What follows belongs to an exercise in optimizing a design on an open flow for small area, a short achievable clock period and few clock cycles per item; a production flow would make more cautious choices. Only simulation tests tie the RTL to the original design; equivalence was not proved.

[config.mk]
export PLATFORM = sky130hd
export DESIGN_NAME = cpuops
export DESIGN_NICKNAME = cpuops
export VERILOG_FILES = /design/flow/design.v
export SDC_FILE = /design/flow/constraint.sdc
export NUM_CORES = 4
export LEC_CHECK = 0
export ABC_AREA = 1
export CAP_MARGIN = 20
export CORE_MARGIN = 2
export CORE_UTILIZATION = 45
export SETUP_SLACK_MARGIN = 5
export SLEW_MARGIN = 20
[constraint.sdc]
create_clock -name core_clock -period 10.0 [get_ports {i_clk}]
set_input_delay 2.0000 -clock core_clock [delete_from_list [all_inputs] [get_ports {i_clk}]]
set_output_delay 2.0000 -clock core_clock [all_outputs]
set_load 0.01 [all_outputs]
[design.v]
`default_nettype	none
module	slowmpy(i_clk, i_reset, i_stb, i_a, i_b, i_aux, o_busy,
		o_done, o_p, o_aux);
	parameter			LGNA = 6;
	parameter	[LGNA:0]	NA = 33;
	parameter	[0:0]		OPT_SIGNED = 1'b1;
	localparam	NB = NA;	 
	input	wire	i_clk, i_reset;
	input	wire	i_stb;
	input	wire	signed	[(NA-1):0]	i_a;
	input	wire	signed	[(NB-1):0]	i_b;
	input	wire				i_aux;
	output	reg				o_busy, o_done;
	output	reg	signed	[(NA+NB-1):0]	o_p;
	output	reg				o_aux;
	reg	[LGNA-1:0]	count;
	reg	[NA-1:0]	p_a;
	reg	[NB-1:0]	p_b;
	reg	[NA+NB-1:0]	partial;
	reg			aux;
	reg	almost_done;
	wire	pre_done;
	assign	pre_done = (count == 0);
	always @(posedge i_clk)
		almost_done <= (!i_reset)&&(o_busy)&&(pre_done);
	always @(posedge i_clk)
	if (i_reset)
	begin
		aux    <= 0;
		o_done <= 0;
		o_busy <= 0;
	end else if ((!o_busy)&&(i_stb))
	begin
		o_done <= 0;
		o_busy <= 1;
		aux    <= i_aux;
	end else if ((o_busy)&&(almost_done))
	begin
		o_done <= 1;
		o_busy <= 0;
	end else
		o_done <= 0;
	wire	[NA-1:0]	pwire;
	assign	pwire = (p_b[0] ? p_a : 0);
	always @(posedge i_clk)
	if (!o_busy)
	begin
		count <= NA[LGNA-1:0]-1;
		partial <= 0;
		p_a <= i_a;
		p_b <= i_b;
	end else begin
		p_b <= (p_b >> 1);
		partial[NB-2:0] <= partial[NB-1:1];
		if ((OPT_SIGNED)&&(pre_done))
			partial[NA+NB-1:NB-1] <= { 1'b0, partial[NA+NB-1:NB]} +
				{ 1'b0, pwire[NA-1], ~pwire[NA-2:0] };
		else if (OPT_SIGNED)
			partial[NA+NB-1:NB-1] <= {1'b0,partial[NA+NB-1:NB]} +
				{ 1'b0, !pwire[NA-1], pwire[NA-2:0] };
		else
			partial[NA+NB-1:NB-1] <= {1'b0, partial[NA+NB-1:NB]}
				+ ((p_b[0]) ? {1'b0,p_a} : 0);
		count <= count - 1;
	end
	always @(posedge i_clk)
	if (almost_done)
	begin
		if (OPT_SIGNED)
			o_p   <= partial[NA+NB-1:0]
				+ {1'b1,{(NA-2){1'b0}},1'b1, {(NB){1'b0}}};
		else
			o_p   <= partial[NA+NB-1:0];
		o_aux <= aux;
	end
endmodule
`default_nettype	none
module	mpyop(i_clk, i_reset, i_start, i_op, i_a, i_b, i_areg, o_busy, o_last,
		o_x, o_y, o_cin);
	localparam	ND = 6, NS = 3;
	localparam	NB = 12;	 
	localparam	R  = 8;	 
	localparam	SW = 45;	 
	input	wire		i_clk, i_reset, i_start;
	input	wire	[1:0]	i_op;	 
	input	wire	[31:0]	i_a, i_b;
	input	wire	[31:0]	i_areg;	 
	output	wire		o_busy;	 
	output	wire		o_last;	 
	output	wire	[31:0]	o_x, o_y;	 
	output	wire		o_cin;		 
	genvar	i;
	reg	[NS-1:0]	stage;
	reg			r_asgn;	 
	wire	[32:0]		r_a = { r_asgn, i_areg };
	reg	[32:0]		acc_s, acc_c;	 
	reg			lc;	 
	reg	[31:0]		bsh;	 
	reg			r_sgn, r_hi;
	reg	[ND-1:0]	d_one, d_two, d_neg;	 
	always @(posedge i_clk)
	if (i_reset)
		stage <= 0;
	else
		stage <= { stage[NS-2:0], i_start };
	assign	o_busy = |stage;
	assign	o_last = stage[NS-1];
	wire	nlast = stage[NS-2];	 
	wire	ext = r_sgn & bsh[R+NB-1];	 
	wire	[NB:0]	nchunk;
	generate for(i=0; i<NB; i=i+1)
	begin : NCHUNK
		if (i < R)
			assign nchunk[i+1] = (o_busy) ? bsh[NB+i] : i_b[i];
		else
			assign nchunk[i+1] = (o_busy)
					? ((nlast) ? ext : bsh[NB+i]) : i_b[i];
	end endgenerate
	assign	nchunk[0] = (o_busy) ? bsh[NB-1] : 1'b0;
	generate for(i=0; i<ND; i=i+1)
	begin : ENC
		wire	bm = nchunk[2*i];
		wire	b0 = nchunk[2*i+1];
		wire	b1 = nchunk[2*i+2];
		always @(posedge i_clk)
		begin
			d_one[i] <= b0 ^ bm;
			d_two[i] <= (b1 & !b0 & !bm) | (!b1 & b0 & bm);
			d_neg[i] <= b1;
		end
	end endgenerate
	wire	[33:0]	a_x1 = { r_a[32], r_a };
	wire	[33:0]	a_x2 = { r_a, 1'b0 };
	wire	[33:0]	pp0 = ({(34){d_one[0]}} & a_x1) | ({(34){d_two[0]}} & a_x2);
	wire	[33:0]	rw0 = pp0 ^ {(34){d_neg[0]}};
	wire	[33:0]	rx0 = { !rw0[33], rw0[32:0] };
	wire	[33:0]	pp1 = ({(34){d_one[1]}} & a_x1) | ({(34){d_two[1]}} & a_x2);
	wire	[33:0]	rw1 = pp1 ^ {(34){d_neg[1]}};
	wire	[33:0]	rx1 = { !rw1[33], rw1[32:0] };
	wire	[33:0]	pp2 = ({(34){d_one[2]}} & a_x1) | ({(34){d_two[2]}} & a_x2);
	wire	[33:0]	rw2 = pp2 ^ {(34){d_neg[2]}};
	wire	[33:0]	rx2 = { !rw2[33], rw2[32:0] };
	wire	[33:0]	pp3 = ({(34){d_one[3]}} & a_x1) | ({(34){d_two[3]}} & a_x2);
	wire	[33:0]	rw3 = pp3 ^ {(34){d_neg[3]}};
	wire	[33:0]	rx3 = { !rw3[33], rw3[32:0] };
	wire	[33:0]	pp4 = ({(34){d_one[4]}} & a_x1) | ({(34){d_two[4]}} & a_x2);
	wire	[33:0]	rw4 = pp4 ^ {(34){d_neg[4]}};
	wire	[33:0]	rx4 = { !rw4[33], rw4[32:0] };
	wire	[33:0]	pp5 = ({(34){d_one[5]}} & a_x1) | ({(34){d_two[5]}} & a_x2);
	wire	[33:0]	rw5 = pp5 ^ {(34){d_neg[5]}};
	wire	[33:0]	rx5 = { !rw5[33], rw5[32:0] };
	wire	first = stage[0];
	wire	[32:0]	s_in = (first) ? { 1'b1, 32'h0 } : acc_s;
	wire	[32:0]	c_in = (first) ? 33'h0 : acc_c;
	wire		lc_in = !first & lc;
	wire t1 = c_in[6] ^ d_neg[3];
	wire t2 = c_in[6] & d_neg[3];
	wire t3 = c_in[7] ^ s_in[7];
	wire t4 = c_in[7] & s_in[7];
	wire t5 = c_in[8] ^ d_neg[4] ^ s_in[8];
	wire t6 = (c_in[8] & d_neg[4]) | (c_in[8] & s_in[8]) | (d_neg[4] & s_in[8]);
	wire t7 = rx0[8] ^ rx1[6];
	wire t8 = rx0[8] & rx1[6];
	wire t9 = c_in[9] ^ s_in[9] ^ rx0[9];
	wire t10 = (c_in[9] & s_in[9]) | (c_in[9] & rx0[9]) | (s_in[9] & rx0[9]);
	wire t11 = rx1[7] ^ rx2[5];
	wire t12 = rx1[7] & rx2[5];
	wire t13 = c_in[10] ^ d_neg[5] ^ s_in[10];
	wire t14 = (c_in[10] & d_neg[5]) | (c_in[10] & s_in[10]) | (d_neg[5] & s_in[10]);
	wire t15 = rx0[10] ^ rx1[8] ^ rx2[6];
	wire t16 = (rx0[10] & rx1[8]) | (rx0[10] & rx2[6]) | (rx1[8] & rx2[6]);
	wire t17 = rx3[4] ^ rx4[2];
	wire t18 = rx3[4] & rx4[2];
	wire t19 = c_in[11] ^ s_in[11] ^ rx0[11];
	wire t20 = (c_in[11] & s_in[11]) | (c_in[11] & rx0[11]) | (s_in[11] & rx0[11]);
	wire t21 = rx1[9] ^ rx2[7] ^ rx3[5];
	wire t22 = (rx1[9] & rx2[7]) | (rx1[9] & rx3[5]) | (rx2[7] & rx3[5]);
	wire t23 = rx4[3] ^ rx5[1];
	wire t24 = rx4[3] & rx5[1];
	wire t25 = c_in[12] ^ s_in[12] ^ rx0[12];
	wire t26 = (c_in[12] & s_in[12]) | (c_in[12] & rx0[12]) | (s_in[12] & rx0[12]);
	wire t27 = rx1[10] ^ rx2[8] ^ rx3[6];
	wire t28 = (rx1[10] & rx2[8]) | (rx1[10] & rx3[6]) | (rx2[8] & rx3[6]);
	wire t29 = rx4[4] ^ rx5[2];
	wire t30 = rx4[4] & rx5[2];
	wire t31 = c_in[13] ^ s_in[13] ^ rx0[13];
	wire t32 = (c_in[13] & s_in[13]) | (c_in[13] & rx0[13]) | (s_in[13] & rx0[13]);
	wire t33 = rx1[11] ^ rx2[9] ^ rx3[7];
	wire t34 = (rx1[11] & rx2[9]) | (rx1[11] & rx3[7]) | (rx2[9] & rx3[7]);
	wire t35 = rx4[5] ^ rx5[3];
	wire t36 = rx4[5] & rx5[3];
	wire t37 = c_in[14] ^ s_in[14] ^ rx0[14];
	wire t38 = (c_in[14] & s_in[14]) | (c_in[14] & rx0[14]) | (s_in[14] & rx0[14]);
	wire t39 = rx1[12] ^ rx2[10] ^ rx3[8];
	wire t40 = (rx1[12] & rx2[10]) | (rx1[12] & rx3[8]) | (rx2[10] & rx3[8]);
	wire t41 = rx4[6] ^ rx5[4];
	wire t42 = rx4[6] & rx5[4];
	wire t43 = c_in[15] ^ s_in[15] ^ rx0[15];
	wire t44 = (c_in[15] & s_in[15]) | (c_in[15] & rx0[15]) | (s_in[15] & rx0[15]);
	wire t45 = rx1[13] ^ rx2[11] ^ rx3[9];
	wire t46 = (rx1[13] & rx2[11]) | (rx1[13] & rx3[9]) | (rx2[11] & rx3[9]);
	wire t47 = rx4[7] ^ rx5[5];
	wire t48 = rx4[7] & rx5[5];
	wire t49 = c_in[16] ^ s_in[16] ^ rx0[16];
	wire t50 = (c_in[16] & s_in[16]) | (c_in[16] & rx0[16]) | (s_in[16] & rx0[16]);
	wire t51 = rx1[14] ^ rx2[12] ^ rx3[10];
	wire t52 = (rx1[14] & rx2[12]) | (rx1[14] & rx3[10]) | (rx2[12] & rx3[10]);
	wire t53 = rx4[8] ^ rx5[6];
	wire t54 = rx4[8] & rx5[6];
	wire t55 = c_in[17] ^ s_in[17] ^ rx0[17];
	wire t56 = (c_in[17] & s_in[17]) | (c_in[17] & rx0[17]) | (s_in[17] & rx0[17]);
	wire t57 = rx1[15] ^ rx2[13] ^ rx3[11];
	wire t58 = (rx1[15] & rx2[13]) | (rx1[15] & rx3[11]) | (rx2[13] & rx3[11]);
	wire t59 = rx4[9] ^ rx5[7];
	wire t60 = rx4[9] & rx5[7];
	wire t61 = c_in[18] ^ s_in[18] ^ rx0[18];
	wire t62 = (c_in[18] & s_in[18]) | (c_in[18] & rx0[18]) | (s_in[18] & rx0[18]);
	wire t63 = rx1[16] ^ rx2[14] ^ rx3[12];
	wire t64 = (rx1[16] & rx2[14]) | (rx1[16] & rx3[12]) | (rx2[14] & rx3[12]);
	wire t65 = rx4[10] ^ rx5[8];
	wire t66 = rx4[10] & rx5[8];
	wire t67 = c_in[19] ^ s_in[19] ^ rx0[19];
	wire t68 = (c_in[19] & s_in[19]) | (c_in[19] & rx0[19]) | (s_in[19] & rx0[19]);
	wire t69 = rx1[17] ^ rx2[15] ^ rx3[13];
	wire t70 = (rx1[17] & rx2[15]) | (rx1[17] & rx3[13]) | (rx2[15] & rx3[13]);
	wire t71 = rx4[11] ^ rx5[9];
	wire t72 = rx4[11] & rx5[9];
	wire t73 = c_in[20] ^ s_in[20] ^ rx0[20];
	wire t74 = (c_in[20] & s_in[20]) | (c_in[20] & rx0[20]) | (s_in[20] & rx0[20]);
	wire t75 = rx1[18] ^ rx2[16] ^ rx3[14];
	wire t76 = (rx1[18] & rx2[16]) | (rx1[18] & rx3[14]) | (rx2[16] & rx3[14]);
	wire t77 = rx4[12] ^ rx5[10];
	wire t78 = rx4[12] & rx5[10];
	wire t79 = c_in[21] ^ s_in[21] ^ rx0[21];
	wire t80 = (c_in[21] & s_in[21]) | (c_in[21] & rx0[21]) | (s_in[21] & rx0[21]);
	wire t81 = rx1[19] ^ rx2[17] ^ rx3[15];
	wire t82 = (rx1[19] & rx2[17]) | (rx1[19] & rx3[15]) | (rx2[17] & rx3[15]);
	wire t83 = rx4[13] ^ rx5[11];
	wire t84 = rx4[13] & rx5[11];
	wire t85 = c_in[22] ^ s_in[22] ^ rx0[22];
	wire t86 = (c_in[22] & s_in[22]) | (c_in[22] & rx0[22]) | (s_in[22] & rx0[22]);
	wire t87 = rx1[20] ^ rx2[18] ^ rx3[16];
	wire t88 = (rx1[20] & rx2[18]) | (rx1[20] & rx3[16]) | (rx2[18] & rx3[16]);
	wire t89 = rx4[14] ^ rx5[12];
	wire t90 = rx4[14] & rx5[12];
	wire t91 = c_in[23] ^ s_in[23] ^ rx0[23];
	wire t92 = (c_in[23] & s_in[23]) | (c_in[23] & rx0[23]) | (s_in[23] & rx0[23]);
	wire t93 = rx1[21] ^ rx2[19] ^ rx3[17];
	wire t94 = (rx1[21] & rx2[19]) | (rx1[21] & rx3[17]) | (rx2[19] & rx3[17]);
	wire t95 = rx4[15] ^ rx5[13];
	wire t96 = rx4[15] & rx5[13];
	wire t97 = c_in[24] ^ s_in[24] ^ rx0[24];
	wire t98 = (c_in[24] & s_in[24]) | (c_in[24] & rx0[24]) | (s_in[24] & rx0[24]);
	wire t99 = rx1[22] ^ rx2[20] ^ rx3[18];
	wire t100 = (rx1[22] & rx2[20]) | (rx1[22] & rx3[18]) | (rx2[20] & rx3[18]);
	wire t101 = rx4[16] ^ rx5[14];
	wire t102 = rx4[16] & rx5[14];
	wire t103 = c_in[25] ^ s_in[25] ^ rx0[25];
	wire t104 = (c_in[25] & s_in[25]) | (c_in[25] & rx0[25]) | (s_in[25] & rx0[25]);
	wire t105 = rx1[23] ^ rx2[21] ^ rx3[19];
	wire t106 = (rx1[23] & rx2[21]) | (rx1[23] & rx3[19]) | (rx2[21] & rx3[19]);
	wire t107 = rx4[17] ^ rx5[15];
	wire t108 = rx4[17] & rx5[15];
	wire t109 = c_in[26] ^ s_in[26] ^ rx0[26];
	wire t110 = (c_in[26] & s_in[26]) | (c_in[26] & rx0[26]) | (s_in[26] & rx0[26]);
	wire t111 = rx1[24] ^ rx2[22] ^ rx3[20];
	wire t112 = (rx1[24] & rx2[22]) | (rx1[24] & rx3[20]) | (rx2[22] & rx3[20]);
	wire t113 = rx4[18] ^ rx5[16];
	wire t114 = rx4[18] & rx5[16];
	wire t115 = c_in[27] ^ s_in[27] ^ rx0[27];
	wire t116 = (c_in[27] & s_in[27]) | (c_in[27] & rx0[27]) | (s_in[27] & rx0[27]);
	wire t117 = rx1[25] ^ rx2[23] ^ rx3[21];
	wire t118 = (rx1[25] & rx2[23]) | (rx1[25] & rx3[21]) | (rx2[23] & rx3[21]);
	wire t119 = rx4[19] ^ rx5[17];
	wire t120 = rx4[19] & rx5[17];
	wire t121 = c_in[28] ^ s_in[28] ^ rx0[28];
	wire t122 = (c_in[28] & s_in[28]) | (c_in[28] & rx0[28]) | (s_in[28] & rx0[28]);
	wire t123 = rx1[26] ^ rx2[24] ^ rx3[22];
	wire t124 = (rx1[26] & rx2[24]) | (rx1[26] & rx3[22]) | (rx2[24] & rx3[22]);
	wire t125 = rx4[20] ^ rx5[18];
	wire t126 = rx4[20] & rx5[18];
	wire t127 = c_in[29] ^ s_in[29] ^ rx0[29];
	wire t128 = (c_in[29] & s_in[29]) | (c_in[29] & rx0[29]) | (s_in[29] & rx0[29]);
	wire t129 = rx1[27] ^ rx2[25] ^ rx3[23];
	wire t130 = (rx1[27] & rx2[25]) | (rx1[27] & rx3[23]) | (rx2[25] & rx3[23]);
	wire t131 = rx4[21] ^ rx5[19];
	wire t132 = rx4[21] & rx5[19];
	wire t133 = c_in[30] ^ s_in[30] ^ rx0[30];
	wire t134 = (c_in[30] & s_in[30]) | (c_in[30] & rx0[30]) | (s_in[30] & rx0[30]);
	wire t135 = rx1[28] ^ rx2[26] ^ rx3[24];
	wire t136 = (rx1[28] & rx2[26]) | (rx1[28] & rx3[24]) | (rx2[26] & rx3[24]);
	wire t137 = rx4[22] ^ rx5[20];
	wire t138 = rx4[22] & rx5[20];
	wire t139 = c_in[31] ^ s_in[31] ^ rx0[31];
	wire t140 = (c_in[31] & s_in[31]) | (c_in[31] & rx0[31]) | (s_in[31] & rx0[31]);
	wire t141 = rx1[29] ^ rx2[27] ^ rx3[25];
	wire t142 = (rx1[29] & rx2[27]) | (rx1[29] & rx3[25]) | (rx2[27] & rx3[25]);
	wire t143 = rx4[23] ^ rx5[21];
	wire t144 = rx4[23] & rx5[21];
	wire t145 = !(c_in[32] ^ s_in[32]);
	wire t146 = c_in[32] | s_in[32];
	wire t147 = rx0[32] ^ rx1[30] ^ rx2[28];
	wire t148 = (rx0[32] & rx1[30]) | (rx0[32] & rx2[28]) | (rx1[30] & rx2[28]);
	wire t149 = rx3[26] ^ rx4[24] ^ rx5[22];
	wire t150 = (rx3[26] & rx4[24]) | (rx3[26] & rx5[22]) | (rx4[24] & rx5[22]);
	wire t151 = rx0[33] ^ rx1[31] ^ rx2[29];
	wire t152 = (rx0[33] & rx1[31]) | (rx0[33] & rx2[29]) | (rx1[31] & rx2[29]);
	wire t153 = rx3[27] ^ rx4[25];
	wire t154 = rx3[27] & rx4[25];
	wire t155 = !(rx1[32] ^ rx2[30]);
	wire t156 = rx1[32] | rx2[30];
	wire t157 = c_in[0] ^ d_neg[0];
	wire t158 = c_in[0] & d_neg[0];
	wire t159 = c_in[2] ^ d_neg[1];
	wire t160 = c_in[2] & d_neg[1];
	wire t161 = c_in[3] ^ s_in[3];
	wire t162 = c_in[3] & s_in[3];
	wire t163 = c_in[4] ^ d_neg[2] ^ s_in[4];
	wire t164 = (c_in[4] & d_neg[2]) | (c_in[4] & s_in[4]) | (d_neg[2] & s_in[4]);
	wire t165 = rx0[4] ^ rx1[2];
	wire t166 = rx0[4] & rx1[2];
	wire t167 = c_in[5] ^ s_in[5] ^ rx0[5];
	wire t168 = (c_in[5] & s_in[5]) | (c_in[5] & rx0[5]) | (s_in[5] & rx0[5]);
	wire t169 = rx1[3] ^ rx2[1];
	wire t170 = rx1[3] & rx2[1];
	wire t171 = s_in[6] ^ t1 ^ rx0[6];
	wire t172 = (s_in[6] & t1) | (s_in[6] & rx0[6]) | (t1 & rx0[6]);
	wire t173 = rx1[4] ^ rx2[2] ^ rx3[0];
	wire t174 = (rx1[4] & rx2[2]) | (rx1[4] & rx3[0]) | (rx2[2] & rx3[0]);
	wire t175 = t2 ^ t3 ^ rx0[7];
	wire t176 = (t2 & t3) | (t2 & rx0[7]) | (t3 & rx0[7]);
	wire t177 = rx1[5] ^ rx2[3] ^ rx3[1];
	wire t178 = (rx1[5] & rx2[3]) | (rx1[5] & rx3[1]) | (rx2[3] & rx3[1]);
	wire t179 = t4 ^ rx2[4] ^ rx3[2];
	wire t180 = (t4 & rx2[4]) | (t4 & rx3[2]) | (rx2[4] & rx3[2]);
	wire t181 = rx4[0] ^ t5 ^ t7;
	wire t182 = (rx4[0] & t5) | (rx4[0] & t7) | (t5 & t7);
	wire t183 = rx3[3] ^ rx4[1] ^ t6;
	wire t184 = (rx3[3] & rx4[1]) | (rx3[3] & t6) | (rx4[1] & t6);
	wire t185 = t8 ^ t11 ^ t9;
	wire t186 = (t8 & t11) | (t8 & t9) | (t11 & t9);
	wire t187 = rx5[0] ^ t13 ^ t12;
	wire t188 = (rx5[0] & t13) | (rx5[0] & t12) | (t13 & t12);
	wire t189 = t17 ^ t10 ^ t15;
	wire t190 = (t17 & t10) | (t17 & t15) | (t10 & t15);
	wire t191 = t14 ^ t18 ^ t23;
	wire t192 = (t14 & t18) | (t14 & t23) | (t18 & t23);
	wire t193 = t16 ^ t19 ^ t21;
	wire t194 = (t16 & t19) | (t16 & t21) | (t19 & t21);
	wire t195 = t24 ^ t29 ^ t20;
	wire t196 = (t24 & t29) | (t24 & t20) | (t29 & t20);
	wire t197 = t22 ^ t25 ^ t27;
	wire t198 = (t22 & t25) | (t22 & t27) | (t25 & t27);
	wire t199 = t30 ^ t35 ^ t26;
	wire t200 = (t30 & t35) | (t30 & t26) | (t35 & t26);
	wire t201 = t28 ^ t31 ^ t33;
	wire t202 = (t28 & t31) | (t28 & t33) | (t31 & t33);
	wire t203 = t36 ^ t41 ^ t32;
	wire t204 = (t36 & t41) | (t36 & t32) | (t41 & t32);
	wire t205 = t34 ^ t37 ^ t39;
	wire t206 = (t34 & t37) | (t34 & t39) | (t37 & t39);
	wire t207 = t42 ^ t47 ^ t38;
	wire t208 = (t42 & t47) | (t42 & t38) | (t47 & t38);
	wire t209 = t40 ^ t43 ^ t45;
	wire t210 = (t40 & t43) | (t40 & t45) | (t43 & t45);
	wire t211 = t48 ^ t53 ^ t44;
	wire t212 = (t48 & t53) | (t48 & t44) | (t53 & t44);
	wire t213 = t46 ^ t49 ^ t51;
	wire t214 = (t46 & t49) | (t46 & t51) | (t49 & t51);
	wire t215 = t54 ^ t59 ^ t50;
	wire t216 = (t54 & t59) | (t54 & t50) | (t59 & t50);
	wire t217 = t52 ^ t55 ^ t57;
	wire t218 = (t52 & t55) | (t52 & t57) | (t55 & t57);
	wire t219 = t60 ^ t65 ^ t56;
	wire t220 = (t60 & t65) | (t60 & t56) | (t65 & t56);
	wire t221 = t58 ^ t61 ^ t63;
	wire t222 = (t58 & t61) | (t58 & t63) | (t61 & t63);
	wire t223 = t66 ^ t71 ^ t62;
	wire t224 = (t66 & t71) | (t66 & t62) | (t71 & t62);
	wire t225 = t64 ^ t67 ^ t69;
	wire t226 = (t64 & t67) | (t64 & t69) | (t67 & t69);
	wire t227 = t72 ^ t77 ^ t68;
	wire t228 = (t72 & t77) | (t72 & t68) | (t77 & t68);
	wire t229 = t70 ^ t73 ^ t75;
	wire t230 = (t70 & t73) | (t70 & t75) | (t73 & t75);
	wire t231 = t78 ^ t83 ^ t74;
	wire t232 = (t78 & t83) | (t78 & t74) | (t83 & t74);
	wire t233 = t76 ^ t79 ^ t81;
	wire t234 = (t76 & t79) | (t76 & t81) | (t79 & t81);
	wire t235 = t84 ^ t89 ^ t80;
	wire t236 = (t84 & t89) | (t84 & t80) | (t89 & t80);
	wire t237 = t82 ^ t85 ^ t87;
	wire t238 = (t82 & t85) | (t82 & t87) | (t85 & t87);
	wire t239 = t90 ^ t95 ^ t86;
	wire t240 = (t90 & t95) | (t90 & t86) | (t95 & t86);
	wire t241 = t88 ^ t91 ^ t93;
	wire t242 = (t88 & t91) | (t88 & t93) | (t91 & t93);
	wire t243 = t96 ^ t101 ^ t92;
	wire t244 = (t96 & t101) | (t96 & t92) | (t101 & t92);
	wire t245 = t94 ^ t97 ^ t99;
	wire t246 = (t94 & t97) | (t94 & t99) | (t97 & t99);
	wire t247 = t102 ^ t107 ^ t100;
	wire t248 = (t102 & t107) | (t102 & t100) | (t107 & t100);
	wire t249 = t98 ^ t103 ^ t105;
	wire t250 = (t98 & t103) | (t98 & t105) | (t103 & t105);
	wire t251 = t108 ^ t113 ^ t104;
	wire t252 = (t108 & t113) | (t108 & t104) | (t113 & t104);
	wire t253 = t106 ^ t109 ^ t111;
	wire t254 = (t106 & t109) | (t106 & t111) | (t109 & t111);
	wire t255 = t114 ^ t119 ^ t110;
	wire t256 = (t114 & t119) | (t114 & t110) | (t119 & t110);
	wire t257 = t112 ^ t115 ^ t117;
	wire t258 = (t112 & t115) | (t112 & t117) | (t115 & t117);
	wire t259 = t120 ^ t125 ^ t116;
	wire t260 = (t120 & t125) | (t120 & t116) | (t125 & t116);
	wire t261 = t118 ^ t121 ^ t123;
	wire t262 = (t118 & t121) | (t118 & t123) | (t121 & t123);
	wire t263 = t126 ^ t131 ^ t122;
	wire t264 = (t126 & t131) | (t126 & t122) | (t131 & t122);
	wire t265 = t124 ^ t127 ^ t129;
	wire t266 = (t124 & t127) | (t124 & t129) | (t127 & t129);
	wire t267 = t132 ^ t137 ^ t128;
	wire t268 = (t132 & t137) | (t132 & t128) | (t137 & t128);
	wire t269 = t130 ^ t133 ^ t135;
	wire t270 = (t130 & t133) | (t130 & t135) | (t133 & t135);
	wire t271 = t138 ^ t143 ^ t134;
	wire t272 = (t138 & t143) | (t138 & t134) | (t143 & t134);
	wire t273 = t136 ^ t139 ^ t141;
	wire t274 = (t136 & t139) | (t136 & t141) | (t139 & t141);
	wire t275 = t145 ^ t144 ^ t140;
	wire t276 = (t145 & t144) | (t145 & t140) | (t144 & t140);
	wire t277 = t142 ^ t147 ^ t149;
	wire t278 = (t142 & t147) | (t142 & t149) | (t147 & t149);
	wire t279 = t146 ^ rx5[23] ^ t153;
	wire t280 = (t146 & rx5[23]) | (t146 & t153) | (rx5[23] & t153);
	wire t281 = t148 ^ t150 ^ t151;
	wire t282 = (t148 & t150) | (t148 & t151) | (t150 & t151);
	wire t283 = rx3[28] ^ rx4[26] ^ rx5[24];
	wire t284 = (rx3[28] & rx4[26]) | (rx3[28] & rx5[24]) | (rx4[26] & rx5[24]);
	wire t285 = t154 ^ t155 ^ t152;
	wire t286 = (t154 & t155) | (t154 & t152) | (t155 & t152);
	wire t287 = rx1[33] ^ rx2[31] ^ rx3[29];
	wire t288 = (rx1[33] & rx2[31]) | (rx1[33] & rx3[29]) | (rx2[31] & rx3[29]);
	wire t289 = rx4[27] ^ rx5[25] ^ t156;
	wire t290 = (rx4[27] & rx5[25]) | (rx4[27] & t156) | (rx5[25] & t156);
	wire t291 = !(rx2[32] ^ rx3[30]);
	wire t292 = rx2[32] | rx3[30];
	wire t293 = rx4[28] ^ rx5[26];
	wire t294 = rx4[28] & rx5[26];
	wire t295 = rx2[33] ^ rx3[31] ^ rx4[29];
	wire t296 = (rx2[33] & rx3[31]) | (rx2[33] & rx4[29]) | (rx3[31] & rx4[29]);
	wire t297 = !(rx3[32] ^ rx4[30]);
	wire t298 = rx3[32] | rx4[30];
	wire t299 = lc_in ^ s_in[0];
	wire t300 = lc_in & s_in[0];
	wire t301 = c_in[1] ^ s_in[1] ^ t158;
	wire t302 = (c_in[1] & s_in[1]) | (c_in[1] & t158) | (s_in[1] & t158);
	wire t303 = s_in[2] ^ t159 ^ rx0[2];
	wire t304 = (s_in[2] & t159) | (s_in[2] & rx0[2]) | (t159 & rx0[2]);
	wire t305 = t160 ^ t161 ^ rx0[3];
	wire t306 = (t160 & t161) | (t160 & rx0[3]) | (t161 & rx0[3]);
	wire t307 = t162 ^ rx2[0] ^ t163;
	wire t308 = (t162 & rx2[0]) | (t162 & t163) | (rx2[0] & t163);
	wire t309 = t164 ^ t166 ^ t169;
	wire t310 = (t164 & t166) | (t164 & t169) | (t166 & t169);
	wire t311 = t170 ^ t168 ^ t171;
	wire t312 = (t170 & t168) | (t170 & t171) | (t168 & t171);
	wire t313 = t172 ^ t174 ^ t175;
	wire t314 = (t172 & t174) | (t172 & t175) | (t174 & t175);
	wire t315 = t176 ^ t178 ^ t179;
	wire t316 = (t176 & t178) | (t176 & t179) | (t178 & t179);
	wire t317 = t180 ^ t183 ^ t182;
	wire t318 = (t180 & t183) | (t180 & t182) | (t183 & t182);
	wire t319 = t184 ^ t187 ^ t186;
	wire t320 = (t184 & t187) | (t184 & t186) | (t187 & t186);
	wire t321 = t188 ^ t191 ^ t190;
	wire t322 = (t188 & t191) | (t188 & t190) | (t191 & t190);
	wire t323 = t192 ^ t194 ^ t195;
	wire t324 = (t192 & t194) | (t192 & t195) | (t194 & t195);
	wire t325 = t196 ^ t198 ^ t199;
	wire t326 = (t196 & t198) | (t196 & t199) | (t198 & t199);
	wire t327 = t200 ^ t202 ^ t203;
	wire t328 = (t200 & t202) | (t200 & t203) | (t202 & t203);
	wire t329 = t204 ^ t206 ^ t207;
	wire t330 = (t204 & t206) | (t204 & t207) | (t206 & t207);
	wire t331 = t208 ^ t210 ^ t211;
	wire t332 = (t208 & t210) | (t208 & t211) | (t210 & t211);
	wire t333 = t212 ^ t214 ^ t215;
	wire t334 = (t212 & t214) | (t212 & t215) | (t214 & t215);
	wire t335 = t216 ^ t218 ^ t219;
	wire t336 = (t216 & t218) | (t216 & t219) | (t218 & t219);
	wire t337 = t220 ^ t222 ^ t223;
	wire t338 = (t220 & t222) | (t220 & t223) | (t222 & t223);
	wire t339 = t224 ^ t226 ^ t227;
	wire t340 = (t224 & t226) | (t224 & t227) | (t226 & t227);
	wire t341 = t228 ^ t230 ^ t231;
	wire t342 = (t228 & t230) | (t228 & t231) | (t230 & t231);
	wire t343 = t232 ^ t234 ^ t235;
	wire t344 = (t232 & t234) | (t232 & t235) | (t234 & t235);
	wire t345 = t236 ^ t238 ^ t239;
	wire t346 = (t236 & t238) | (t236 & t239) | (t238 & t239);
	wire t347 = t240 ^ t242 ^ t243;
	wire t348 = (t240 & t242) | (t240 & t243) | (t242 & t243);
	wire t349 = t244 ^ t246 ^ t247;
	wire t350 = (t244 & t246) | (t244 & t247) | (t246 & t247);
	wire t351 = t248 ^ t250 ^ t251;
	wire t352 = (t248 & t250) | (t248 & t251) | (t250 & t251);
	wire t353 = t252 ^ t254 ^ t255;
	wire t354 = (t252 & t254) | (t252 & t255) | (t254 & t255);
	wire t355 = t256 ^ t258 ^ t259;
	wire t356 = (t256 & t258) | (t256 & t259) | (t258 & t259);
	wire t357 = t260 ^ t262 ^ t263;
	wire t358 = (t260 & t262) | (t260 & t263) | (t262 & t263);
	wire t359 = t264 ^ t266 ^ t267;
	wire t360 = (t264 & t266) | (t264 & t267) | (t266 & t267);
	wire t361 = t268 ^ t270 ^ t271;
	wire t362 = (t268 & t270) | (t268 & t271) | (t270 & t271);
	wire t363 = t272 ^ t274 ^ t275;
	wire t364 = (t272 & t274) | (t272 & t275) | (t274 & t275);
	wire t365 = t276 ^ t279 ^ t278;
	wire t366 = (t276 & t279) | (t276 & t278) | (t279 & t278);
	wire t367 = t283 ^ t280 ^ t282;
	wire t368 = (t283 & t280) | (t283 & t282) | (t280 & t282);
	wire t369 = t284 ^ t287 ^ t289;
	wire t370 = (t284 & t287) | (t284 & t289) | (t287 & t289);
	wire t371 = t291 ^ t293 ^ t288;
	wire t372 = (t291 & t293) | (t291 & t288) | (t293 & t288);
	wire t373 = rx5[27] ^ t292 ^ t294;
	wire t374 = (rx5[27] & t292) | (rx5[27] & t294) | (t292 & t294);
	wire t375 = rx5[28] ^ t297;
	wire t376 = rx5[28] & t297;
	wire t377 = rx3[33] ^ rx4[31] ^ rx5[29];
	wire t378 = (rx3[33] & rx4[31]) | (rx3[33] & rx5[29]) | (rx4[31] & rx5[29]);
	wire t379 = !(rx4[32] ^ rx5[30]);
	wire t380 = rx4[32] | rx5[30];
	wire t381 = t157 ^ t299;
	wire t382 = t157 & t299;
	wire t383 = t300 ^ rx0[1] ^ t301;
	wire t384 = (t300 & rx0[1]) | (t300 & t301) | (rx0[1] & t301);
	wire t385 = rx1[0] ^ t302 ^ t303;
	wire t386 = (rx1[0] & t302) | (rx1[0] & t303) | (t302 & t303);
	wire t387 = rx1[1] ^ t304 ^ t305;
	wire t388 = (rx1[1] & t304) | (rx1[1] & t305) | (t304 & t305);
	wire t389 = t165 ^ t306 ^ t307;
	wire t390 = (t165 & t306) | (t165 & t307) | (t306 & t307);
	wire t391 = t167 ^ t308 ^ t309;
	wire t392 = (t167 & t308) | (t167 & t309) | (t308 & t309);
	wire t393 = t173 ^ t310 ^ t311;
	wire t394 = (t173 & t310) | (t173 & t311) | (t310 & t311);
	wire t395 = t177 ^ t312 ^ t313;
	wire t396 = (t177 & t312) | (t177 & t313) | (t312 & t313);
	wire t397 = t181 ^ t314 ^ t315;
	wire t398 = (t181 & t314) | (t181 & t315) | (t314 & t315);
	wire t399 = t316 ^ t185 ^ t317;
	wire t400 = (t316 & t185) | (t316 & t317) | (t185 & t317);
	wire t401 = t189 ^ t318 ^ t319;
	wire t402 = (t189 & t318) | (t189 & t319) | (t318 & t319);
	wire t403 = t193 ^ t320 ^ t321;
	wire t404 = (t193 & t320) | (t193 & t321) | (t320 & t321);
	wire t405 = t197 ^ t322 ^ t323;
	wire t406 = (t197 & t322) | (t197 & t323) | (t322 & t323);
	wire t407 = t201 ^ t324 ^ t325;
	wire t408 = (t201 & t324) | (t201 & t325) | (t324 & t325);
	wire t409 = t205 ^ t326 ^ t327;
	wire t410 = (t205 & t326) | (t205 & t327) | (t326 & t327);
	wire t411 = t209 ^ t328 ^ t329;
	wire t412 = (t209 & t328) | (t209 & t329) | (t328 & t329);
	wire t413 = t213 ^ t330 ^ t331;
	wire t414 = (t213 & t330) | (t213 & t331) | (t330 & t331);
	wire t415 = t217 ^ t332 ^ t333;
	wire t416 = (t217 & t332) | (t217 & t333) | (t332 & t333);
	wire t417 = t221 ^ t334 ^ t335;
	wire t418 = (t221 & t334) | (t221 & t335) | (t334 & t335);
	wire t419 = t225 ^ t336 ^ t337;
	wire t420 = (t225 & t336) | (t225 & t337) | (t336 & t337);
	wire t421 = t229 ^ t338 ^ t339;
	wire t422 = (t229 & t338) | (t229 & t339) | (t338 & t339);
	wire t423 = t233 ^ t340 ^ t341;
	wire t424 = (t233 & t340) | (t233 & t341) | (t340 & t341);
	wire t425 = t237 ^ t342 ^ t343;
	wire t426 = (t237 & t342) | (t237 & t343) | (t342 & t343);
	wire t427 = t241 ^ t344 ^ t345;
	wire t428 = (t241 & t344) | (t241 & t345) | (t344 & t345);
	wire t429 = t245 ^ t346 ^ t347;
	wire t430 = (t245 & t346) | (t245 & t347) | (t346 & t347);
	wire t431 = t249 ^ t348 ^ t349;
	wire t432 = (t249 & t348) | (t249 & t349) | (t348 & t349);
	wire t433 = t253 ^ t350 ^ t351;
	wire t434 = (t253 & t350) | (t253 & t351) | (t350 & t351);
	wire t435 = t257 ^ t352 ^ t353;
	wire t436 = (t257 & t352) | (t257 & t353) | (t352 & t353);
	wire t437 = t261 ^ t354 ^ t355;
	wire t438 = (t261 & t354) | (t261 & t355) | (t354 & t355);
	wire t439 = t265 ^ t356 ^ t357;
	wire t440 = (t265 & t356) | (t265 & t357) | (t356 & t357);
	wire t441 = t269 ^ t358 ^ t359;
	wire t442 = (t269 & t358) | (t269 & t359) | (t358 & t359);
	wire t443 = t273 ^ t360 ^ t361;
	wire t444 = (t273 & t360) | (t273 & t361) | (t360 & t361);
	wire t445 = t277 ^ t362 ^ t363;
	wire t446 = (t277 & t362) | (t277 & t363) | (t362 & t363);
	wire t447 = t281 ^ t364 ^ t365;
	wire t448 = (t281 & t364) | (t281 & t365) | (t364 & t365);
	wire t449 = t285 ^ t366 ^ t367;
	wire t450 = (t285 & t366) | (t285 & t367) | (t366 & t367);
	wire t451 = t286 ^ t369 ^ t368;
	wire t452 = (t286 & t369) | (t286 & t368) | (t369 & t368);
	wire t453 = t290 ^ t371 ^ t370;
	wire t454 = (t290 & t371) | (t290 & t370) | (t371 & t370);
	wire t455 = t295 ^ t373 ^ t372;
	wire t456 = (t295 & t373) | (t295 & t372) | (t373 & t372);
	wire t457 = t296 ^ t374 ^ t375;
	wire t458 = (t296 & t374) | (t296 & t375) | (t374 & t375);
	wire t459 = t298 ^ t376 ^ t377;
	wire t460 = (t298 & t376) | (t298 & t377) | (t376 & t377);
	wire t461 = t379 ^ t378;
	wire t462 = t379 & t378;
	wire t463 = rx4[33] ^ rx5[31] ^ t380;
	wire t464 = (rx4[33] & rx5[31]) | (rx4[33] & t380) | (rx5[31] & t380);
	wire t465 = !rx5[32];
	wire	[SW-1:0]	tx = { 1'b0, rx5[32], t465, t462, t461, t458, t457, t455, t453, t450, t448, t446, t444, t442, t440, t438, t436, t434, t432, t430, t428, t426, t424, t422, t420, t418, t416, t414, t412, t410, t408, t406, t404, t402, t400, t398, t396, t394, t392, t390, t388, t386, t384, t382, rx0[0] };
	wire	[SW-1:0]	ty = { 1'b0, rx5[33], t464, t463, t460, t459, t456, t454, t452, t451, t449, t447, t445, t443, t441, t439, t437, t435, t433, t431, t429, t427, t425, t423, t421, t419, t417, t415, t413, t411, t409, t407, t405, t403, t401, t399, t397, t395, t393, t391, t389, t387, t385, t383, t381 };
	wire	[R:0]	lowa = { 1'b0, tx[R-1:0] } + { 1'b0, ty[R-1:0] };
	wire	[NB:0]	lows = { 1'b0, tx[NB-1:0] } + { 1'b0, ty[NB-1:0] };
	always @(posedge i_clk)
	begin
		acc_s <= tx[SW-1:NB];
		acc_c <= ty[SW-1:NB];
		lc    <= lows[NB];
	end
	always @(posedge i_clk)
	if (!o_busy)
	begin
		r_asgn <= i_op[0] & i_a[31];
		bsh   <= i_b;
		r_sgn <= i_op[0];
		r_hi  <= i_op[1];
	end else
		bsh   <= { lows[NB-1:0], bsh[31:NB] };
	assign	o_x = (r_hi) ? tx[R+31:R] : { lowa[R-1:0], bsh[31:R] };
	assign	o_y = (r_hi) ? ty[R+31:R] : 32'h0;
	assign	o_cin = r_hi & lowa[R];
endmodule
`default_nettype	none
module	cpuops(i_clk,i_reset, i_stb, i_op, i_a, i_b, o_c, o_f, o_valid,
			o_busy);
	input	wire	i_clk, i_reset, i_stb;
	input	wire	[3:0]	i_op;
	input	wire	[31:0]	i_a, i_b;
	output	wire	[31:0]	o_c;
	output	wire	[3:0]	o_f;
	output	reg		o_valid;
	output	wire		o_busy;
	reg	[31:0]	r_x, r_y;
	reg		r_cin;
	reg		r_add, r_sub, r_csh, pre_sign, set_ovfl, keep_sgn_on_ovfl;
	wire	this_is_a_multiply_op;
	assign	this_is_a_multiply_op = (i_stb)&&((i_op[3:1]==3'h5)||(i_op[3:0]==4'hc));
	wire		mpybusy, mpylast, mpy_cin;
	wire	[31:0]	mpy_x, mpy_y;
	mpyop	thempy(i_clk, i_reset, this_is_a_multiply_op, i_op[1:0],
		i_a, i_b, r_x, mpybusy, mpylast, mpy_x, mpy_y, mpy_cin);
	wire	[31:0]	next_x, next_y;
	wire		next_cin, next_csh;
	aluop	thealu(mpybusy, mpylast, i_op, i_a, i_b, mpy_x, mpy_y, mpy_cin,
			r_x, next_x, next_y, next_cin, next_csh);
	always @(posedge i_clk)
	begin
		r_x   <= next_x;
		r_y   <= next_y;
		r_cin <= next_cin;
		r_csh <= next_csh;
		r_add <= !mpybusy && (i_op == 4'h2);
		r_sub <= !mpybusy && (i_op == 4'h0);
		pre_sign <= i_a[31];
		set_ovfl <= !mpybusy && (((i_op==4'h0)&&(i_a[31] != i_b[31]))
			||((i_op==4'h2)&&(i_a[31] == i_b[31]))
			||(i_op == 4'h6)
			||(i_op == 4'h5));
		keep_sgn_on_ovfl <= !mpybusy &&
			(((i_op==4'h0)&&(i_a[31] != i_b[31]))
			||((i_op==4'h2)&&(i_a[31] == i_b[31])));
	end
	wire	[33:0]	osum = { 1'b0, r_x, r_cin } + { 1'b0, r_y, r_cin };
	assign	o_c = osum[32:1];
	wire	carry = osum[33];
	wire	[31:0]	zk = { r_x[30:0] | r_y[30:0], r_cin };
	wire	z = &((r_x ^ r_y) ~^ zk);
	assign	o_busy = mpybusy;
	wire	n = (o_c[31]);
	wire	v = (set_ovfl)&&(pre_sign != o_c[31]);
	wire	vx = (keep_sgn_on_ovfl)&&(pre_sign != o_c[31]);
	wire	c = (r_add & carry) | (r_sub & !carry) | r_csh;
	assign	o_f = { v, n^vx, c, z };
	always @(posedge i_clk)
	if (i_reset)
		o_valid <= 1'b0;
	else
		o_valid <=((i_stb)&&(!this_is_a_multiply_op))||(mpylast);
endmodule
module	aluop(i_busy, i_last, i_op, i_a, i_b, i_mx, i_my, i_mcin, i_hold,
		o_x, o_y, o_cin, o_csh);
	input	wire		i_busy, i_last;
	input	wire	[3:0]	i_op;
	input	wire	[31:0]	i_a, i_b;
	input	wire	[31:0]	i_mx, i_my;
	input	wire		i_mcin;
	input	wire	[31:0]	i_hold;
	output	wire	[31:0]	o_x, o_y;
	output	wire		o_cin, o_csh;
	genvar	k;
	wire	[31:0]	a_rev, b_rev;
	generate for(k=0; k<32; k=k+1)
	begin : REV
		assign	a_rev[k] = i_a[31-k];
		assign	b_rev[k] = i_b[31-k];
	end endgenerate
	wire		lsl  = i_op[1] & !i_op[0];
	wire		fill = i_op[1] & i_op[0] & i_a[31];
	wire		kill = |i_b[31:6];
	wire	[32:0]	sh_in = { (lsl) ? a_rev : i_a, 1'b0 };
	wire	signed	[33:0]	sh_x = { fill, sh_in };
	wire	[33:0]	sh_y = sh_x >>> i_b[5:0];
	wire	[32:0]	sh_r = (kill) ? {(33){fill}} : sh_y[32:0];
	wire	[31:0]	sh_rev;
	generate for(k=0; k<32; k=k+1)
	begin : SREV
		assign	sh_rev[k] = sh_r[32-k];
	end endgenerate
	wire	alu = !i_busy;
	wire	op_arith = alu && (i_op[3:2] == 2'b00) && !i_op[0];  
	wire	sub      = !i_op[1];
	wire	op_rsh   = alu && (i_op[3:2] == 2'b01) && i_op[0];   
	wire	op_lsl   = alu && (i_op == 4'h6);
	reg	t3, t2h, t1h, t2l, t1l, lg;
	always @(*)
	begin
		{ lg, t3, t2h, t1h, t2l, t1l } = 6'b0;
		case(i_op)
		4'h0, 4'h2:
		      { lg, t3, t2h, t1h, t2l, t1l } = 6'b11_10_10;
		4'h1: { lg, t3, t2h, t1h, t2l, t1l } = 6'b11_00_00;
		4'h3: { lg, t3, t2h, t1h, t2l, t1l } = 6'b11_11_11;
		4'h4: { lg, t3, t2h, t1h, t2l, t1l } = 6'b10_11_11;
		4'h9: { lg, t3, t2h, t1h, t2l, t1l } = 6'b11_10_01;
		4'ha, 4'hb, 4'hc:
		      { lg, t3, t2h, t1h, t2l, t1l } = 6'b11_10_10;
		4'hd, 4'he, 4'hf:
		      { lg, t3, t2h, t1h, t2l, t1l } = 6'b11_01_01;
		default: { lg, t3, t2h, t1h, t2l, t1l } = 6'b0;
		endcase
	end
	wire	op_brev = alu && (i_op == 4'h8);
	wire	op_logic = alu && lg;
	wire	[31:0]	t2 = { {(16){t2h}}, {(16){t2l}} };
	wire	[31:0]	t1 = { {(16){t1h}}, {(16){t1l}} };
	wire	[31:0]	logic_r = ({(32){t3}} & i_a & i_b) | (t2 & i_a & ~i_b)
			| (t1 & ~i_a & i_b);
	assign	o_x = ({(32){op_rsh}} & sh_r[32:1])
			| ({(32){op_lsl}} & sh_rev)
			| ({(32){op_logic}} & logic_r)
			| ({(32){op_brev}} & b_rev)
			| ({(32){i_last}} & i_mx)
			| ({(32){i_busy && !i_last}} & i_hold);
	assign	o_y = ({(32){op_arith}} & (i_b ^ {(32){sub}}))
			| ({(32){i_last}} & i_my);
	assign	o_cin = (op_arith & sub) | (i_last & i_mcin);
	assign	o_csh = (op_rsh | op_lsl) & sh_r[0];
endmodule
[flow/run.sh]
#!/bin/bash
# The standard layout, with the port buffers made of plain buffers
# (sky130_fd_sc_hd__buf_2) instead of the delay cell buffer_ports picks,
# and timing repair free to resize them. The make log goes to standard_flow.log.
set -euo pipefail
bash standard.sh MATCH_CELL_FOOTPRINT=0 "BUFFER_PORTS_ARGS=-buffer_cell sky130_fd_sc_hd__buf_2" finish > standard_flow.log 2>&1
[standard.sh]
#!/bin/bash
# synth_recipe.tcl (not shown) runs the flow's synth.tcl, then flattens the netlist and writes it again
# the make line also repeats each setting of config.mk as NAME=value (left out here)
make -C /OpenROAD-flow-scripts/flow DESIGN_CONFIG=/design/flow/config.mk WORK_HOME=/design/flow/orfs CLKGATE_MAP_FILE= SYNTH_SCRIPT=/design/flow/synth_recipe.tcl "${@:-finish}"
==> out/qor.yml, run 1 <==
port_buffers: 108
ys_warn_count: 3
cp-startpoint: "r_x[0]$_DFF_P_"
ios: 109
clk_path_buf_depth: 2
period_share: 0.493
synth_nets: 3459
initial_core_util: 0.454
grt_usage: 0.405
rsz0062_at_grt: "true"
dp_hpwl_mm: 79.1
drtIter0Drc: 3103
grt_pass1_vias: 22049
status: "finished clean"
clk_latency_ps: 500
yosysTopAreaCellShare: 0.174
cts.sinks: 185
worstReg2RegStart: "thempy.d_one[1]$_DFF_P_"
min_path_type: "flop to flop"
ys_seq_area_frac: 0.169
die_height_microns: 225
core-area_sq_um: 48600
antenna_found_initial: 8
drt-vias-per-instance: 6.18
hold_path.startpoint: "thempy.bsh[31]$_DFF_P_"
ant_nets: 0
yosysTopAreaCell: "fa_1"
netlist_area_sq_um: 22100
die_width_microns: 225
rrSetupSlack_ps: 5140
path_clk_slew_ps: 80
numCtsBuffers: 17
fin_util: 0.498
synthArstFlopShare: 0
crit_fanout: 3
vias: 22989
syn_avg_cell_area_sq_um: 7.17
drive_above_1_share: 0.114
synth_ff_type: "dfxtp_1"
worst_slew_pin_slew_ps: 1060
grt_pass1_wl_mm: 149
period_minus_slack_ps: 4930
maxSlewViolCount: 0
slew_headroom: 0.293
clock_skew_ps: 15.6
holdBufCountCts: 0
cp-end-kind: "primary output"
nets: 3462
fin_setup_tns_ps: 0
area_growth_pct: 9.73
overflow: 0
dieArea_sq_um: 50800
netlist_top_cells_area: "fa_1 17%, dfxtp_1 17%, xor2_1 9.5%"
grt_max_degree: 53
postSynthCellCount: 3080
stdcell_count: 3720
setup_viol: 0
hold_viol_final: 0
max_freq_ghz: 0.203
start_kind: "flop"
wl_per_cell_microns: 27.4
synthTopCellsByCount: "510 x nand2_1, 485 x inv_1, 331 x nand3_1, 239 x xor2_1, 208 x o22ai_1"
wirelength_mm: 102
crit_arrival_ps: 2930
cts_tree: "done"
dp.cells: 3642
path_class: "flop to primary output"
drv_cap: 0
synth_edf_count: 3
drc: 0
crit_required_ps: 8000
cts_max_level: 4
place.gp.congestion: 1.06
rows: 81
cts_root_buf: "clkbuf_16"
post-synth-top-count-cell: "nand2_1"
synth-seq-cells: 185
drt_pre_antenna_iters: 8
ys_types: 50
==> path summary, 6_finish.rpt <==
kind / end / cells past startpoint
setup reg to reg: thempy.bsh[31]$_DFF_P_ / 19
hold / removal: thempy.bsh[19]$_DFF_P_ / 2
setup / recovery: o_f[3] / 15
hold reg to reg: thempy.bsh[19]$_DFF_P_ / 2
==> cell families (layout without fill, tap and decap cells) <==
family                   Yosys count  after routing  share of synthesized area
XOR/XNOR                         249            249                     0.0988
AND/OR/NAND/NOR                 1068           1068                      0.210
adder cells (fa/ha/maj)          308            308                      0.240
other                              0              2                          0
buffers and inverters            693            709                      0.122
AO/OA/AOI/OAI                    577            577                      0.160
flip-flops                       185            185                      0.169
==> repair_timing <==
item                                    4_1_cts  5_1_grt
buffers inserted                             31       11
pin swaps                                     0        2
endpoints found under the setup margin       44       42
cloned                                        1        1
resized for setup                            73       64
==> critical path, stage by stage (launching register included) <==
cell and delay, ps:
dfxtp_4 410, clkinvlp_4 210, fa_2 470, o21ai_4 190
nand2_1 70, nand2_1 130, nand2_1 90, nand2_2 100
nand3_1 110, nand2_1 90, nand2_1 120, nand2_1 120
inv_1 60, nor2_1 80, nor2_1 40, buf_2 130
==> per-layer routing <==
| layer | GRT usage | wire length, microns |
|---|---|---|
| met1 | 0.554 | 41600 |
| met3 | 0.104 | 12100 |
| met5 | 0 | 76 |
| met2 | 0.597 | 42600 |
| met4 | 0.184 | 5530 |
==> per-stage QoR <==
step	setup slack, ps	hold WS (ps)	cell area [sq um]
6_report	5070	495	24200
5_1_grt	4830	537	24200
4_1_cts	5000	503	23900
3_5_place_dp	4540	485	22800
3_3_place_gp	4740	487	22800
2_1_floorplan	5720	428	22100
==> state kept, by name (all words and copies together), names as in the netlist <==
signal,count
o_valid,1
thempy.acc_s,32
thempy.acc_c,32
thempy.d_two,6
thempy.r_asgn,1
r_sub,1
r_y,32
thempy.d_neg,2
thempy.stage,3
thempy.r_sgn,1
r_cin,1
keep_sgn_on_ovfl,1
r_add,1
thempy.bsh,28
set_ovfl,1
thempy.lc,1
thempy.d_one,6
pre_sign,1
r_x,32
r_csh,1
thempy.r_hi,1
==> layout by cell type (no fill, tap or decap), types with 15 or more instances in the layout <==
master / count
nor2_1: 129
inv_1: 449
o21ai_0: 103
ha_2: 18
a22oi_1: 15
xor2_1: 239
buf_2: 108
nand2_1: 506
dfxtp_1: 158
nor3_1: 27
fa_1: 191
dfxtp_2: 20
ha_1: 89
nand4_1: 43
clkbuf_16: 17
o211ai_1: 37
o22ai_1: 208
nand3_1: 330
a221oi_1: 18
clkinvlp_4: 38
buf_4: 65
a21oi_1: 115
==> final cells by class <==
| type | count | area (sq um) |
|---|---|---|
| repair inverters | 2 | 15.0 |
| flip-flops and latches | 185 | 3770 |
| repair buffers | 176 | 1080 |
| well taps | 622 | 778 |
| fillers | 4948 | 24400 |
| clock buffers | 17 | 425 |
| multi-input cells | 2202 | 15900 |
| diodes | 2 | 5.00 |
| inverters | 499 | 2010 |
| clock inverters | 15 | 198 |
Testbench counts, summed over its fixed seeds: cycles 28,765, items 16,384.
==> inputs of run 2 (changes only) <==
--- a/config.mk
+++ b/config.mk
@@ -8,6 +8,6 @@
 export ABC_AREA = 1
 export CAP_MARGIN = 20
 export CORE_MARGIN = 2
-export CORE_UTILIZATION = 45
+export CORE_UTILIZATION = 40
 export SETUP_SLACK_MARGIN = 5
 export SLEW_MARGIN = 20
==> out/qor.yml, run 2 <==
port_buffers: 108  # unchanged
path_class: "flop to primary output"  # unchanged
drt_pre_antenna_iters: 5  # was 8
core-area_sq_um: 54900  # was 48600 sq um
layout_setup_ws_ps: 5050  # was 5070 ps
cp-startpoint: "r_x[6]$_DFF_P_"  # was r_x[0]$_DFF_P_
grt_pass1_wl_mm: 149  # about the same
synth_nets: 3459  # unchanged
clk_path_buf_depth: 2  # unchanged
yosysTopAreaCell: "fa_1"  # unchanged
area_growth_pct: 9.71  # was 9.73%
holdBufCountCts: 0  # unchanged
ys_warn_count: 3  # unchanged
rows: 86  # was 81
antenna_found_initial: 1  # was 8
crit_required_ps: 8000  # about the same
dp.cells: 3729  # was 3642
max_freq_ghz: 0.202  # was 0.203 GHz
post-synth-top-count-cell: "nand2_1"  # unchanged
synthArstFlopShare: 0  # unchanged
period_share: 0.495  # was 0.493
start_kind: "flop"  # unchanged
vias: 23204  # was 22989
yosysTopAreaCellShare: 0.174  # unchanged
ys_types: 50  # unchanged
ant_nets: 0  # unchanged
cts_max_level: 4  # unchanged
path_clk_slew_ps: 80  # about the same
crit_arrival_ps: 2950  # was 2930 ps
clk_latency_ps: 500  # about the same
crit_fanout: 4  # was 3
slew_headroom: 0.305  # was 0.293
drive_above_1_share: 0.111  # was 0.114
pre_cts_ws_ps: 4820  # was 4540 ps
drv_cap: 0  # unchanged
die_height_microns: 239  # was 225 microns
wirelength_mm: 102  # about the same
syn_avg_cell_area_sq_um: 7.17  # unchanged
ios: 109  # unchanged
ys_seq_area_frac: 0.169  # unchanged
final_area_sq_um: 24200  # about the same
hold_viol_final: 0  # unchanged
grt_usage: 0.358  # was 0.405
drtIter0Drc: 3028  # was 3103
synthTopCellsByCount: "510 x nand2_1, 485 x inv_1, 331 x nand3_1, 239 x xor2_1, 208 x o22ai_1"  # unchanged
cts.sinks: 185  # unchanged
grt_max_degree: 54  # was 53
initial_core_util: 0.402  # was 0.454
min_path_type: "flop to flop"  # unchanged
synth-seq-cells: 185  # unchanged
numCtsBuffers: 17  # unchanged
layout_common_cells: "505 x nand2_1, 455 x inv_1, 329 x nand3_1"  # was 506 x nand2_1, 449 x inv_1, 330 x nand3_1
clock_skew_ps: 12.7  # was 15.6 ps
maxSlewViolCount: 0  # unchanged
postSynthCellCount: 3080  # unchanged
period_minus_slack_ps: 4950  # was 4930 ps
grt_pass1_vias: 22331  # was 22049
setup_viol: 0  # unchanged
die_width_microns: 239  # was 225 microns
nets: 3463  # was 3462
synth_ff_type: "dfxtp_1"  # unchanged
synth_edf_count: 3  # unchanged
rsz0062_at_grt: "true"  # unchanged
overflow: 0  # unchanged
stdcell_count: 3805  # was 3720
cts_tree: "done"  # unchanged
final_common_cell: "nand2_1"  # unchanged
worst_slew_pin_slew_ps: 1040  # was 1060 ps
status: "finished clean"  # unchanged
dieArea_sq_um: 57100  # was 50800 sq um
placed_area_sq_um: 22900  # was 22800 sq um
netlist_area_sq_um: 22100  # unchanged
fin_setup_tns_ps: 0  # unchanged
dp_hpwl_mm: 79.3  # was 79.1 mm
drt-vias-per-instance: 6.10  # was 6.18
cts_root_buf: "clkbuf_16"  # unchanged
drc: 0  # unchanged
wl_per_cell_microns: 26.9  # was 27.4 microns
netlist_top_cells_area: "fa_1 17%, dfxtp_1 17%, xor2_1 9.5%"  # unchanged
worstReg2RegStart: "thempy.bsh[5]$_DFF_P_"  # was thempy.d_one[1]$_DFF_P_
cp-end-kind: "primary output"  # unchanged
hold_path.startpoint: "thempy.bsh[31]$_DFF_P_"  # unchanged
place.gp.congestion: 1.05  # was 1.06
==> run 2: cell counts after synthesis <==
No cell type changed its count.
==> run 2: metrics by stage <==
stage / util / hold WS, ps
after global routing: 0.441 / 520
final: 0.441 / 498
after detailed placement: 0.418 / 477
after CTS: 0.437 / 496
after global placement: 0.418 / 470
after floorplan: - / 428
==> run 2: layout make-up <==
| type | instances | area [sq um] |
|---|---|---|
| Fill cell | 5674 | 30700 |
| Multi-Input combinational cell | 2202 | 15900 |
| Sequential cell | 185 | 3760 |
| Inverter | 499 | 1990 |
| Timing Repair Buffer | 178 | 1080 |
| Tap cell | 704 | 881 |
| Clock buffer | 17 | 425 |
| Clock inverter | 15 | 158 |
| Antenna cell | 4 | 10.0 |
| Timing Repair inverter | 1 | 7.51 |
==> run 2: worst paths after layout <==
kind | depth (start not counted) | slack, ps | to
worst min-delay path | 2 | 500 | thempy.bsh[19]$_DFF_P_
worst max register to register | 13 | 5130 | r_x[20]$_DFF_P_
worst max-delay path | 14 | 5050 | o_c[27]
worst min register to register | 2 | 500 | thempy.bsh[19]$_DFF_P_
==> run 2: what timing repair did <==
action | CTS | global route
buffers inserted | 28 | 11
resized for setup | 76 | 46
endpoints found under the hold margin | 0 | 0
endpoints found under the setup margin | 35 | 22
pin swaps | 1 | 5
cloned | 0 | 1
==> run 2: kinds of logic after synthesis <==
family,after synthesis,synth area share
adder cells (fa/ha/maj),308,0.240
XOR/XNOR,249,0.0988
flip-flops,185,0.169
buffers and inverters,693,0.122
AO/OA/AOI/OAI,577,0.160
AND/OR/NAND/NOR,1068,0.210
==> run 2: layer usage <==
metal | share of wire | global-route usage | up-vias
met1 | 0.39 | 0.471 | 11241
li1 | - | - | 10114
met5 | 0 | 0 | -
met3 | 0.12 | 0.0865 | 307
met4 | 0.055 | 0.168 | 0
met2 | 0.44 | 0.551 | 1542
==> run 2: critical path, stage by stage (launching register included) <==
cell and delay (ps):
dfxtp_2 410, clkinvlp_4 120, ha_2 390, inv_1 100, o21bai_1 230, a21oi_1 80, nand2_2 100, nand2_1 70
nand2_2 90, nand2_1 70, nand2_1 130, inv_1 70, o21ai_1 150, xor2_1 260, buf_2 190
==> inputs of run 3 (changes only) <==
==> flow/run.sh (replaced) <==
#!/bin/bash
# The standard layout, with the port buffers made of plain buffers
# (sky130_fd_sc_hd__buf_2) instead of the delay cell buffer_ports picks,
# timing repair free to resize them, and aiming at a setup slack of 5.5 ns. The make log goes to standard_flow.log.
set -euo pipefail
bash standard.sh MATCH_CELL_FOOTPRINT=0 SETUP_SLACK_MARGIN=5.5 "BUFFER_PORTS_ARGS=-buffer_cell sky130_fd_sc_hd__buf_2" finish > standard_flow.log 2>&1
--- a/config.mk
+++ b/config.mk
@@ -9,5 +9,4 @@
 export CAP_MARGIN = 20
 export CORE_MARGIN = 2
 export CORE_UTILIZATION = 40
-export SETUP_SLACK_MARGIN = 5
 export SLEW_MARGIN = 20
==> out/qor.yml, run 3 <==
synth_top_family_by_area: "adder cells"  # unchanged
place.gp.congestion: 1.05  # unchanged
drive_above_1_share: 0.181  # was 0.111
grt_usage: 0.363  # was 0.358
stdcell_count: 3869  # was 3805
clk_latency_ps: 500  # about the same
initial_core_util: 0.402  # unchanged
status: "finished clean"  # unchanged
worst_slew_pin_slew_ps: 1000  # was 1040 ps
crit_arrival_ps: 2810  # was 2950 ps
grt_pass1_vias: 22675  # was 22331
numCtsBuffers: 17  # unchanged
ys_seq_area_frac: 0.169  # unchanged
period_minus_slack_ps: 4810  # was 4950 ps
grt_pass1_wl_mm: 151  # was 149 mm
syn_avg_cell_area_sq_um: 7.17  # unchanged
synth_compound_area_frac: 0.160  # unchanged
period_share: 0.481  # was 0.495
synth_edf_count: 3  # unchanged
cp-end-kind: "primary output"  # unchanged
crit_slowest_cell: "dfxtp_4"  # was dfxtp_2
synth-seq-cells: 185  # unchanged
maxSlewViolCount: 0  # unchanged
synth_nets: 3459  # unchanged
synthMuxAreaShare: 0  # unchanged
clk_path_buf_depth: 2  # unchanged
ys_types: 50  # unchanged
slowest_delay_ps: 420  # was 410 ps
max_freq_ghz: 0.208  # was 0.202 GHz
clock_skew_ps: 16.7  # was 12.7 ps
yosysTopAreaCell: "fa_1"  # unchanged
yosys.area_share.simple: 0.210  # unchanged
drv_cap: 0  # unchanged
ant_nets: 0  # unchanged
dp.cells: 3729  # unchanged
crit_required_ps: 8000  # about the same
port_buffers: 108  # unchanged
wirelength_mm: 105  # was 102 mm
die_height_microns: 239  # unchanged
start_kind: "flop"  # unchanged
synth_ff_type: "dfxtp_1"  # unchanged
yosysTopAreaCellShare: 0.174  # unchanged
ios: 109  # unchanged
drt-vias-per-instance: 6.10  # about the same
synthAdderAreaFrac: 0.240  # unchanged
wl_per_cell_microns: 27.1  # was 26.9 microns
die_width_microns: 239  # unchanged
synthTopCellsByCount: "510 x nand2_1, 485 x inv_1, 331 x nand3_1, 239 x xor2_1, 208 x o22ai_1"  # unchanged
min_path_type: "flop to flop"  # unchanged
fin_util: 0.474  # was 0.441
ys_warn_count: 3  # unchanged
drc: 0  # unchanged
post-synth-top-count-cell: "nand2_1"  # unchanged
rows: 86  # unchanged
grt_max_degree: 54  # unchanged
holdBufCountCts: 0  # unchanged
nets: 3528  # was 3463
core-area_sq_um: 54900  # unchanged
drt_pre_antenna_iters: 6  # was 5
final_common_cell: "nand2_1"  # unchanged
cts_max_level: 4  # unchanged
dieArea_sq_um: 57100  # unchanged
cts_root_buf: "clkbuf_16"  # unchanged
worstPathCellList: "clkinvlp_4 > buf_6 > fa_2 > o21ai_2 > buf_4 > buf_6 > a21oi_4 > inv_2 > nand3_2 > nand3_4 > nand3_2 > nand2_2 > xor2_2 > buf_2"  # was clkinvlp_4 > ha_2 > inv_1 > o21bai_1 > a21oi_1 > nand2_2 > nand2_1 > nand2_2 > nand2_1 > nand2_1 > inv_1 > o21ai_1 > xor2_1 > buf_2
hold_viol_final: 0  # unchanged
layout_common_cells: "478 x nand2_1, 444 x inv_1, 318 x nand3_1"  # was 505 x nand2_1, 455 x inv_1, 329 x nand3_1
==> run 3: cell types whose count changed in the layout (fill, tap and decap cells not counted), moves of 13 or more <==
| cell | before | now |
|---|---|---|
| a21oi_1 | 115 | 91 |
| a21oi_2 | 7 | 21 |
| buf_4 | 67 | 107 |
| buf_6 | 3 | 26 |
| dfxtp_1 | 165 | 143 |
| dfxtp_4 | 2 | 20 |
| ha_2 | 20 | 1 |
| ha_4 | 5 | 33 |
| nand2_1 | 505 | 478 |
| nand2_2 | 11 | 26 |
| nor2_1 | 127 | 114 |
| o21ai_0 | 104 | 87 |
==> run 3: final cells by class <==
cell class	count	area (sq um)
fill	5480	28900
timing repair inverter	1	7.51
inverter	499	2010
tap	704	881
clock buffer	17	425
multi-input combinational	2202	17000
antenna	3	7.51
clock inverter	15	158
timing repair buffer	243	1730
sequential	185	3830
==> run 3: worst paths after layout <==
path | start | to | slack [ps] | depth (start not counted)
setup / recovery | r_x[0]$_DFF_P_ | o_c[25] | 5190 | 14
hold / removal | thempy.bsh[31]$_DFF_P_ | thempy.bsh[19]$_DFF_P_ | 500 | 2
setup reg to reg | thempy.d_one[0]$_DFF_P_ | r_x[21]$_DFF_P_ | 5550 | 16
hold reg to reg | thempy.bsh[31]$_DFF_P_ | thempy.bsh[19]$_DFF_P_ | 500 | 2
==> run 3: per-layer routing <==
layer	GRT usage	vias to the layer above	share of wire
li1	-	10250	-
met2	0.557	1643	0.44
met1	0.478	11373	0.39
met5	0	-	0
met4	0.176	0	0.060
met3	0.0867	353	0.11
==> run 3: kinds of logic (layout without fill, tap and decap cells) <==
group | Yosys count | count (layout)
other cells | 0 | 3
compound gates | 577 | 577
flops | 185 | 185
simple gates | 1068 | 1068
xor+xnor | 249 | 249
buf+inv | 693 | 775
fa+ha+maj | 308 | 308
==> run 3: through the flow <==
step,instance area (sq um),setup WS (ps),hold WS (ps)
2_1_floorplan,22100,5720,428
3_3_place_gp,22900,4780,470
3_5_place_dp,22900,4820,477
4_1_cts,24900,5260,496
5_1_grt,26000,5120,520
6_report,26000,5190,497
==> run 3: repair_timing <==
item / 4_1_cts / 5_1_grt
gates cloned: 1 / 1
setup buffers: 56 / 47
setup endpoints to repair: 69 / 55
resized for setup: 244 / 183
pin swaps: 32 / 77
==> run 3: critical path: cells and delay by family (launching register included) <==
family	cells	cell delay (ps)
DFF	1	420
adders and majority gates	1	400
AOI/OAI and AO/OA	2	230
xor gates and xnor gates	1	170
buffers and inverters	6	740
and+or+nand+nor	4	360

[what the ideal ports hide]
The results above use ideal ports. As a check the final layouts listed here were re-extracted and re-timed, cells and wires unchanged. Step 1, drivers: a clkbuf_16 drives i_clk and a buf_2 each remaining input, both assumed. Step 2 moves the port delays by t, midway between the first and last clock arrival at a register: inputs arrive t later, outputs are due t later. That takes back most of the time a late clock gives input paths. Three values: ideal ports, drivers, drivers and shift; two values: the first two.
run	shift t [ns]	slack for setup (ns)	hold slack, ns	worst slew at a driven data input, ns
run 1	0.549	5.067 / 5.011 / 5.018	0.495 / 0.495 / 0.495	0.05
run 2	0.552	5.048 / 4.991 / 5.025	0.498 / 0.498 / 0.498	0.04
run 3	0.550	5.187 / 5.130 / 5.093	0.497 / 0.497 / 0.497	0.05
After both steps every run listed still meets setup and hold. The setup slack of run 3, which loses most, moves by -0.057 ns with the drivers and by -0.094 ns with both steps.
